This is an optimization exercise on Yosys and OpenROAD, whose aim is small area, a short achievable clock period and few clock cycles per item, not a production implementation.
At most, simulation tests tie the RTL to the original design; equivalence was not proved.

## the reference run
Design divider, start of the top module:
module divider(quotient, remainder, done, divisor, dividend, start, clk, rst);
export LEC_CHECK = 0
export ABC_AREA = 1
export CAP_MARGIN = 20
export CORE_MARGIN = 2
export CORE_UTILIZATION = 40
export CTS_BUF_LIST = sky130_fd_sc_hd__clkbuf_8
export PLACE_DENSITY = 0.6
export SETUP_SLACK_MARGIN = 2.5
export SLEW_MARGIN = 20
export BUFFER_PORTS_ARGS = -buffer_cell sky130_fd_sc_hd__buf_1
create_clock -name core_clock -period 5.0 [get_ports {clk}]
standard.sh (not shown) runs the stock make flow with config.mk's settings and CLKGATE_MAP_FILE= SYNTH_SCRIPT=/design/flow/synth_recipe.tcl, a recipe that flattens the netlist after the stock synthesis.
==> flow/flow/run.sh <==
#!/bin/bash
# Own layout flow: the standard synthesis unchanged, then the standard ORFS
# steps with a few extra ORFS settings (flow/extra.mk) appended to config.mk
# after synthesis, so that synthesis is exactly the standard flow's.
set -euo pipefail
here="$(pwd)"
bash standard.sh synth > "$here/log_synth.txt" 2>&1
cat flow/extra.mk >> config.mk
bash standard.sh > "$here/log_layout.txt" 2>&1
==> flow/flow/extra.mk <==
export BUFFER_PORTS_ARGS = -buffer_cell sky130_fd_sc_hd__buf_1
Having completed the whole flow, the reference run delivered a layout that passed the timing, DRC and antenna checks.
Testbench counts of the reference run, summed over its fixed seeds: cycles 15,277, items 2,048.
What the trial run does differently from the reference run at the input level:
Settings: SETUP_SLACK_MARGIN now 2.55, was 2.5.
## What came out
Amount of wire on met3 after detailed routing in the trial run vs the reference run: down about 4.6%
Relative to the reference run, post-route fraction of the period consumed by the critical path has decreased by 0.54 points in the trial run.
Going from the reference run to the trial run, the smallest setup slack after layout was found to have gone up by 27 ps.
Between the reference run and the trial run, the data arrival time of the critical path figures differ only marginally.
Relative to the reference run, via count of the first global-routing pass has increased by 93 in the trial run.
Area of all placed cells without fillers: the trial run worse than the reference run
Looking at global-route met3 utilization, the trial run sits 0.36 points above the reference run.
~same detailed-route wire length in the trial run and the reference run

Setup of before:
divider, a different RTL version from the one above (not shown whole).
For scale: about 1600 cells after synthesis, about 130 I/O pins, about 9400 um2 of cells after synthesis.
==> flow/config.mk <==
export PLATFORM = sky130hd
export DESIGN_NAME = divider
export DESIGN_NICKNAME = divider
export VERILOG_FILES = /design/flow/design.v
export SDC_FILE = /design/flow/constraint.sdc
export NUM_CORES = 4
export LEC_CHECK = 0
export ABC_AREA = 1
export CAP_MARGIN = 20
export CORE_MARGIN = 2
export CORE_UTILIZATION = 40
export CTS_BUF_LIST = sky130_fd_sc_hd__clkbuf_8
export PLACE_DENSITY = 0.6
export SETUP_SLACK_MARGIN = 2.65
export SLEW_MARGIN = 20
export BUFFER_PORTS_ARGS = -buffer_cell sky130_fd_sc_hd__buf_1
==> flow/constraint.sdc <==
create_clock -name core_clock -period 5.0 [get_ports {clk}]
set_input_delay 1.0000 -clock core_clock [delete_from_list [all_inputs] [get_ports {clk}]]
set_output_delay 1.0000 -clock core_clock [all_outputs]
set_load 0.01 [all_outputs]
Scripts as last shown in full above: flow/flow/run.sh, flow/flow/extra.mk
What after does differently from before at the input level:
Settings: SETUP_SLACK_MARGIN changed from 2.65 to 2.6.
--- outcome ---
Diff before -> after | non-clock buffer count | down by a few percent
Final design area excluding fillers: after vs before down about 0.8%
Between after and before, wire length per cell is higher for before, after comes in under that.
after -> before: clock tree cell share of total cell area flat
No run of this note included a check of the RTL's function; only the layout flow was run.

Setup of v6:
divider, a different RTL version from the one above (not shown whole).
Size: ~860 cells after synthesis, ~7600 um^2 of cells after synthesis.
clock: 5.0 ns
lec_check: 0
cap_margin: 20
core_margin: 2
core_utilization: 40
place_density: 0.6
slew_margin: 20
run.sh (not shown) runs the stock make flow with config.mk's settings and CLKGATE_MAP_FILE= SYNTH_SCRIPT=/design/flow/synth_recipe.tcl, a recipe that flattens the netlist after the stock synthesis.
Stock flow here: none of the scripts above is used.
v6: flow completed, timing, DRC and antenna clean
### v6 -> v7
-- flow/config.mk --
<<< v6, line 12
>>> v7, line 12
export SETUP_SLACK_MARGIN = 2.0
--- outcome ---
[compare] base=v6 new=v7: number of detailed-route iterations in the first pass shows a reduction of 1; CTS clock-pin slew for the worst setup and hold paths barely changed.
No run of this note included a check of the RTL's function; only the layout flow was run.

divider, a different RTL version from the one above (not shown whole).
Size in the first run: about 1,200 cells after synthesis, ~110 flip-flops, roughly 130 I/O pins.
Settings: LEC_CHECK=0, ABC_AREA=1, CAP_MARGIN=20, CORE_MARGIN=2, CORE_UTILIZATION=40, PLACE_DENSITY=0.6, SETUP_SLACK_MARGIN=2.2, SLEW_MARGIN=20, BUFFER_PORTS_ARGS=-buffer_cell sky130_fd_sc_hd__buf_1; clock period 5.0 ns.
standard.sh (not shown) runs the stock make flow with config.mk's settings and CLKGATE_MAP_FILE= SYNTH_SCRIPT=/design/flow/synth_recipe.tcl, a recipe that flattens the netlist after the stock synthesis.
Scripts as last shown in full above: flow/flow/run.sh, flow/flow/extra.mk
Change:
Settings changed: SETUP_SLACK_MARGIN 2.2 to 2.5.
Effect: Sequential cell count does not change. Final cell count goes up by a few percent. Synthesized area does not change. Clock skew stays flat. Non-clock buffer count goes up by 52.
Change:
Settings changed: SETUP_SLACK_MARGIN 2.5 to 2.6.
Count of clock-buffer cells in the layout stays the same.
Final area is higher by 4.4%.
Maximum frequency is higher by 1.5%.
Hold slack stays flat.
Worst setup slack improves by 38 ps.
Global-route usage is higher by 0.41 points.
No functional check of the RTL was part of any run of this note.

The RTL this note starts from:
==> flow/design.v <==
module divider(quotient, remainder, done, divisor, dividend, start, clk, rst);
    output reg [31:0] quotient, remainder;
    input [31:0] divisor, dividend;
    input start, clk, rst;
    output done;
    reg        busy, align;
    reg [4:0]  sh;       
    reg [31:0] B;        
    function [4:0] lzc;
        input [31:0] x;
        reg [15:0] v0; reg [15:0] z0;
        reg [7:0]  v1; reg [15:0] z1;
        reg [3:0]  v2; reg [11:0] z2;
        reg [1:0]  v3; reg [7:0]  z3;
        integer i;
        begin
            for (i = 0; i < 16; i = i + 1) begin
                v0[i] = x[2*i+1] | x[2*i];
                z0[i] = ~x[2*i+1];
            end
            for (i = 0; i < 8; i = i + 1) begin
                v1[i] = v0[2*i+1] | v0[2*i];
                z1[2*i +: 2] = v0[2*i+1] ? {1'b0, z0[2*i+1]} : {1'b1, z0[2*i]};
            end
            for (i = 0; i < 4; i = i + 1) begin
                v2[i] = v1[2*i+1] | v1[2*i];
                z2[3*i +: 3] = v1[2*i+1] ? {1'b0, z1[4*i+2 +: 2]} : {1'b1, z1[4*i +: 2]};
            end
            for (i = 0; i < 2; i = i + 1) begin
                v3[i] = v2[2*i+1] | v2[2*i];
                z3[4*i +: 4] = v2[2*i+1] ? {1'b0, z2[6*i+3 +: 3]} : {1'b1, z2[6*i +: 3]};
            end
            lzc = v3[1] ? {1'b0, z3[7:4]} : {1'b1, z3[3:0]};
        end
    endfunction
    function [31:0] smear;
        input [31:0] x;
        integer i;
        begin
            smear = x;
            for (i = 1; i < 32; i = i * 2)
                smear = smear | (smear >> i);
        end
    endfunction
    wire [4:0] za = lzc(dividend);
    wire [4:0] zb = lzc(divisor);
    wire       quick = (|(divisor & ~smear(dividend))) | ~(|divisor);
    wire [32:0] diff = {1'b0, remainder} - {1'b0, B};
    wire        qbit = ~diff[32];
    assign done = ~busy;
    always_ff @(posedge clk, negedge rst) begin
        if (~rst) begin
            busy <= 1'b0;
            align <= 1'b0;
        end else if (busy) begin
            align <= 1'b0;
            busy <= align | (sh != 5'd0);
        end else begin
            busy <= start & ~quick;
            align <= start & ~quick;
        end
    end
    always_ff @(posedge clk) begin
        if (busy) begin
            if (align) begin
                B <= B << sh;
            end else begin
                B <= B >> 1;
                sh <= sh - 5'd1;
                quotient <= {quotient[30:0], qbit};
                if (qbit) remainder <= diff[31:0];
            end
        end else begin
            B <= divisor;
            sh <= zb - za;
            if (start) begin
                quotient <= 32'd0;
                remainder <= dividend;
            end
        end
    end
endmodule
==> flow/config.mk <==
export PLATFORM = sky130hd
export DESIGN_NAME = divider
export DESIGN_NICKNAME = divider
export VERILOG_FILES = /design/flow/design.v
export SDC_FILE = /design/flow/constraint.sdc
export NUM_CORES = 4
export LEC_CHECK = 0
export CAP_MARGIN = 20
export CORE_MARGIN = 2
export CORE_UTILIZATION = 40
export PLACE_DENSITY = 0.6
export SETUP_SLACK_MARGIN = 1.5
export SLEW_MARGIN = 20
export BUFFER_PORTS_ARGS = -buffer_cell sky130_fd_sc_hd__buf_1
==> flow/constraint.sdc <==
create_clock -name core_clock -period 5.0 [get_ports {clk}]
set_input_delay 1.0000 -clock core_clock [delete_from_list [all_inputs] [get_ports {clk}]]
set_output_delay 1.0000 -clock core_clock [all_outputs]
set_load 0.01 [all_outputs]
Scripts as last shown in full above: flow/flow/run.sh, flow/flow/extra.mk
The baseline finished clean.
Testbench counts at the start, summed over its fixed seeds: cycles 15,180, items 2,048.
==> next run, changes <==
==> flow/run.sh (new file) <==
#!/bin/bash
# synth_recipe.tcl (not shown) runs the flow's synth.tcl, then flattens the netlist and writes it again
# the make line also repeats each setting of config.mk as NAME=value (left out here)
make -C /OpenROAD-flow-scripts/flow DESIGN_CONFIG=/design/flow/config.mk WORK_HOME=/design/flow/orfs CLKGATE_MAP_FILE= SYNTH_SCRIPT=/design/flow/synth_recipe.tcl finish
Settings changed: BUFFER_PORTS_ARGS -buffer_cell sky130_fd_sc_hd__buf_1 to not set.
removed: flow/flow/run.sh
removed: flow/flow/extra.mk
removed: flow/standard.sh
Result:
- clock skew fell by 3.6 ps
- via count increases by 2.5%
- non-clock buffer count went up by 18
- core utilization increases by 5.0 points
- die area stays the same
- setup slack improves by 27 ps
- cell area goes up by 11%
- register-to-register slack degrades by 50 ps
- global-route usage increases by 1.0 points
==> next run, changes <==
Settings changed: SETUP_SLACK_MARGIN 1.5 to 2.5.
Die area is unchanged.
Cell area rises by 13%.
Routed wire length came out higher by about 9%.
Setup slack gains 46 ps.
Via count came out higher by 4.4%.
Flip-flop and latch count stays the same.
Maximum frequency climbs by 1.4%.
==> next run, changes <==
==> flow/flow/run.sh (new file) <==
#!/bin/bash
# Own layout flow: the standard synthesis unchanged, then the standard ORFS
# steps with a few extra ORFS settings (flow/extra.mk) appended to config.mk
# after synthesis, so that synthesis is exactly the standard flow's.
set -euo pipefail
here="$(pwd)"
bash standard.sh synth > "$here/log_synth.txt" 2>&1
cat flow/extra.mk >> config.mk
bash standard.sh > "$here/log_layout.txt" 2>&1
==> flow/flow/extra.mk (new file) <==
export BUFFER_PORTS_ARGS = -buffer_cell sky130_fd_sc_hd__buf_1
==> flow/standard.sh (new file) <==
#!/bin/bash
# synth_recipe.tcl (not shown) runs the flow's synth.tcl, then flattens the netlist and writes it again
# the make line also repeats each setting of config.mk as NAME=value (left out here)
make -C /OpenROAD-flow-scripts/flow DESIGN_CONFIG=/design/flow/config.mk WORK_HOME=/design/flow/orfs CLKGATE_MAP_FILE= SYNTH_SCRIPT=/design/flow/synth_recipe.tcl "${@:-finish}"
Settings changed: BUFFER_PORTS_ARGS set to -buffer_cell sky130_fd_sc_hd__buf_1, SETUP_SLACK_MARGIN 2.5 to 2.0.
removed: flow/run.sh
The changed run finished clean.
Global-route usage goes down by 2.3 points.
Clock skew increases by 4.1 ps.
Die area stays the same.

## separate check: timing with driven ports
How much do the figures lean on ideal ports? The routed layouts below were timed once more, with nothing changed but the port constraints.
Step 1, drivers: a clkbuf_16 drives clk and a buf_2 each remaining input, both assumed.
Step 2 moves the port delays by t, midway between the first and last clock arrival at a register: inputs arrive t later, outputs are due t later. That takes back most of the time a late clock gives input paths.
Slacks: ideal / step 1 / step 2; pairs: ideal / step 1.
run	shift t [ns]	setup slack, ns	worst setup path after step 2	clock arrival spread, ns	worst slew at a driven data input, ns
the reference run	0.441	2.593 / 2.593 / 2.327	input to register	0.014 / 0.014	0.06
the trial run	0.446	2.620 / 2.620 / 2.334	input to register	0.012 / 0.012	0.06
before	0.503	2.725 / 2.725 / 2.287	input to register	0.014 / 0.014	0.07
after	0.504	2.678 / 2.678 / 2.255	input to register	0.016 / 0.016	0.06
v6	0.407	0.244 / 0.266 / -0.141	input to register	0.012 / 0.012	0.05
v7	0.391	0.449 / 0.449 / 0.059	input to register	0.013 / 0.013	0.06
the first run of note 4	0.413	2.335 / 2.335 / 1.954	input to register	0.015 / 0.015	0.05
the second run of note 4	0.414	2.396 / 2.396 / 2.077	input to register	0.011 / 0.011	0.07
the third run of note 4	0.415	2.434 / 2.434 / 2.130	input to register	0.012 / 0.011	0.06
the first run of note 5	0.416	1.544 / 1.571 / 1.154	input to register	0.014 / 0.015	0.09
the second run of note 5	0.407	1.571 / 1.592 / 1.184	input to register	0.011 / 0.011	0.07
the third run of note 5	0.415	1.617 / 1.619 / 1.203	input to register	0.013 / 0.013	0.07
the fourth run of note 5	0.410	1.678 / 1.658 / 1.248	input to register	0.017 / 0.017	0.07
Met with ideal ports but missed after step 2: setup timing in v6. The setup slack of before, which loses most, moves by 0.000 ns with the drivers and by -0.438 ns with both steps.
